Context: an optimization exercise on an open-source flow, tuned for small area, a short achievable clock period and few clock cycles per item. The choices shown serve that exercise and are no tape-out recipe.
In this exercise RTL edits were held to simulation tests only and were not proved equivalent to the original.
Power is estimated from default activity; no workload was simulated.

## job 9729
## gzip_top
module gzip_top
    #(
        parameter OUT_FIFO_LOG = 3
    )
    (
    input          clk,
    input          rst_n,
    input          wr_en_fifo_in,
    input  [31:0]  din_fifo_in,
    input          rd_en_fifo_out,
    input          rev_endianess_in,
    input  [1:0]   btype_in,
    output [127:0] debug_reg,
    output         full_in_fifo,
    output [31:0]  dout_out_fifo_32,
    output reg     last_out_fifo_32,
    output         empty_out_fifo,
    output         irq
    );
==> flow/config.mk <==
export PLATFORM = sky130hd
export DESIGN_NAME = gzip_top
export DESIGN_NICKNAME = gzip_top
export VERILOG_FILES = /design/flow/design.v
export SDC_FILE = /design/flow/constraint.sdc
export NUM_CORES = 8
export LEC_CHECK = 0
export ABC_CLOCK_PERIOD_IN_PS = 4000
export CAP_MARGIN = 40
export CORE_MARGIN = 2
export CORE_UTILIZATION = 42
export CTS_CLUSTER_DIAMETER = 80
export CTS_CLUSTER_SIZE = 20
export SETUP_SLACK_MARGIN = 5
export SLEW_MARGIN = 40
export SYNTH_MEMORY_MAX_BITS = 16384
==> flow/constraint.sdc <==
create_clock -name core_clock -period 9.0 [get_ports {clk}]
set_input_delay 1.8000 -clock core_clock [delete_from_list [all_inputs] [get_ports {clk}]]
set_output_delay 1.8000 -clock core_clock [all_outputs]
set_load 0.01 [all_outputs]
run.sh (not shown) runs the stock make flow with config.mk's settings and CLKGATE_MAP_FILE= SYNTH_SCRIPT=/design/flow/synth_recipe.tcl, a recipe that flattens the netlist after the stock synthesis.
Testbench counts of job 9729, summed over its fixed seeds: cycles 40,059, bytes 78,731.
Here is what was changed in the inputs of job 4248 compared with job 9729.
Settings: CORE_UTILIZATION changed from 42 to 40.
- Compared with job 9729, job 4248 shows a cell area that is about 1.7% higher.
- Per the comparison of job 4248 with job 9729, met2 layer usage reported by global route went down 3.2 points, combinational power share went up 0.5 points.
- Going from job 9729 to job 4248, the number of placed instances, taps included was found to have gone up by 1018.
- In terms of sequential cell area in the final layout, job 9729 and job 4248 differ only marginally.
- Of the two values seen for capturing element of the worst setup path, lz77_enc.alive[214]$_SDFFE_PN0P_ was produced by job 9729 and lz77_enc.alive[622]$_SDFFE_PN0P_ by job 4248.
- Route | job 4248 vs job 9729 | wire longer in job 4248
#### Input delta (job 8740 over job 4248)
Settings: clearing CTS_CLUSTER_SIZE, which used to be 20; clearing CTS_CLUSTER_DIAMETER, which used to be 80; swapping 5 for 4.5 in SETUP_SLACK_MARGIN; swapping 40 for 46 in CORE_UTILIZATION.
Notes after the runs:
Summary of the comparison: final design instance area without fill is higher in job 8740, relative to job 4248.
Going from job 4248 to job 8740, the via count of the first global-routing pass was found to have gone up by 0.66%.
In job 8740 relative to job 4248, floorplan row count had gone down by a few percent.
Job 8740: no failed stages, no open violations at the end
Lower share of the clock period used by the worst path among job 8740 and job 4248: job 4248
Non-clock buffer count of job 8740 falls short of that of job 4248 by more than 10%.
## Diff of input files: job 1223 against job 8740
Settings: an added CTS_CLUSTER_SIZE of 24; a change of CORE_UTILIZATION from 46 to 43; an added CTS_CLUSTER_DIAMETER of 90.
[summary]
Job 1223: done, clean on timing, DRC and antenna
NOTE via count job 8740->job 1223 decreased slightly
Looking at sequential share of layout area across job 1223 and job 8740, the one that comes out lower is job 8740.
Measured against each other, job 1223 and job 8740 differ in non-clock buffer count, the higher figure coming from job 1223.
Relative contribution of sequential cells to total power, job 1223 and job 8740, lower one = job 8740.
Summary: final-layout worst hold slack, job 1223 better than job 8740
Count of clock-buffer cells in the layout for job 1223: about 47% down relative to job 8740
For the wire length of the first global-routing pass, job 1223 came in 3.6% higher than job 8740 did.
Job 1223 against job 8740: area of the multi-input gates went up by 0.57%, number of CTS-inserted buffers went down by 52%.
In the metrics for job 1223 and job 8740, the one carrying the higher final non-filler cell area is job 8740.

========
Starting RTL as in the previous note.
==> flow/config.mk <==
export PLATFORM = sky130hd
export DESIGN_NAME = gzip_top
export DESIGN_NICKNAME = gzip_top
export VERILOG_FILES = /design/flow/design.v
export SDC_FILE = /design/flow/constraint.sdc
export NUM_CORES = 8
export LEC_CHECK = 0
export ABC_CLOCK_PERIOD_IN_PS = 4000
export CAP_MARGIN = 40
export CORE_MARGIN = 2
export CORE_UTILIZATION = 40
export CTS_CLUSTER_DIAMETER = 80
export CTS_CLUSTER_SIZE = 20
export SETUP_SLACK_MARGIN = 4.5
export SLEW_MARGIN = 40
export SYNTH_MEMORY_MAX_BITS = 16384
==> flow/constraint.sdc <==
create_clock -name core_clock -period 9.0 [get_ports {clk}]
set_input_delay 1.8000 -clock core_clock [delete_from_list [all_inputs] [get_ports {clk}]]
set_output_delay 1.8000 -clock core_clock [all_outputs]
set_load 0.01 [all_outputs]
The starting point completed without violations.
Testbench counts at the start, summed over its fixed seeds: cycles 40,059, bytes 78,731.
Rerun with:
--- a/flow/config.mk
+++ b/flow/config.mk
@@ -9,7 +9,8 @@
 export CAP_MARGIN = 40
 export CORE_MARGIN = 2
-export CORE_UTILIZATION = 40
+export CORE_UTILIZATION = 43
 export CTS_CLUSTER_DIAMETER = 80
 export CTS_CLUSTER_SIZE = 20
+export GPL_ROUTABILITY_DRIVEN = 0
 export SETUP_SLACK_MARGIN = 4.5
 export SLEW_MARGIN = 40
After rerunning: This time the run aborted during global routing on GRT-0232; synthesized area stays the same; synthesized cell count does not change.

========
== the baseline ==
Starting RTL as in the previous note.
clock: 9.0 ns
lec_check: 0
abc_clock_period_in_ps: 4000
cap_margin: 40
core_margin: 2
core_utilization: 38
cts_cluster_diameter: 80
cts_cluster_size: 20
setup_slack_margin: 5
slew_margin: 40
synth_memory_max_bits: 16384
Testbench counts of the baseline, summed over its fixed seeds: cycles 40,059, bytes 78,731.
Changes in the candidate relative to the baseline:
- changing CORE_UTILIZATION from 38 to 36
- changing SETUP_SLACK_MARGIN from 5 to 4.5
### Flow results
Across both runs, peak ir drop on the vdd network was lower for the candidate than for the baseline. In the flow results for the candidate and the baseline, the combinational power is smaller on the candidate. Relative contribution of the clock network to total power was higher in the candidate than in the baseline. The candidate: complete, dirty (antenna rules). The maximum net fanout on the critical path in the candidate sits 3 below the value recorded for the baseline. Summary of the candidate over the baseline: final area has increased; clock buffer count from CTS has remained practically unchanged; area of the multi-input gates has increased.

-- port drivers added, routing unchanged --
In the flow no input, the clock included, has a driving cell. The finished layouts below were timed again as built, in two steps.
Step 1, drivers: a clkbuf_16 drives clk and a buf_2 each remaining input, both assumed.
Step 2 moves the port delays by t, midway between the first and last clock arrival at a register: inputs arrive t later, outputs are due t later. That takes back most of the time a late clock gives input paths.
Three values: ideal, step 1, step 2; two values: the first two.
| run | t, ns | setup WS [ns] | cell pins on the clock port's net |
|---|---|---|---|
| job 9729 | 1.522 | 3.240 / 3.240 / 3.240 | 1 |
| job 4248 | 1.567 | 3.491 / 3.491 / 3.491 | 1 |
| job 8740 | 1.591 | 3.075 / 3.075 / 3.075 | 1 |
| job 1223 | 1.553 | 3.229 / 3.229 / 3.229 | 1 |
| the first run of note 2 | 1.559 | 3.397 / 3.397 / 3.397 | 1 |
| the baseline | 1.555 | 3.440 / 3.440 / 3.440 | 1 |
| the candidate | 1.570 | 3.401 / 3.401 / 3.401 | 1 |
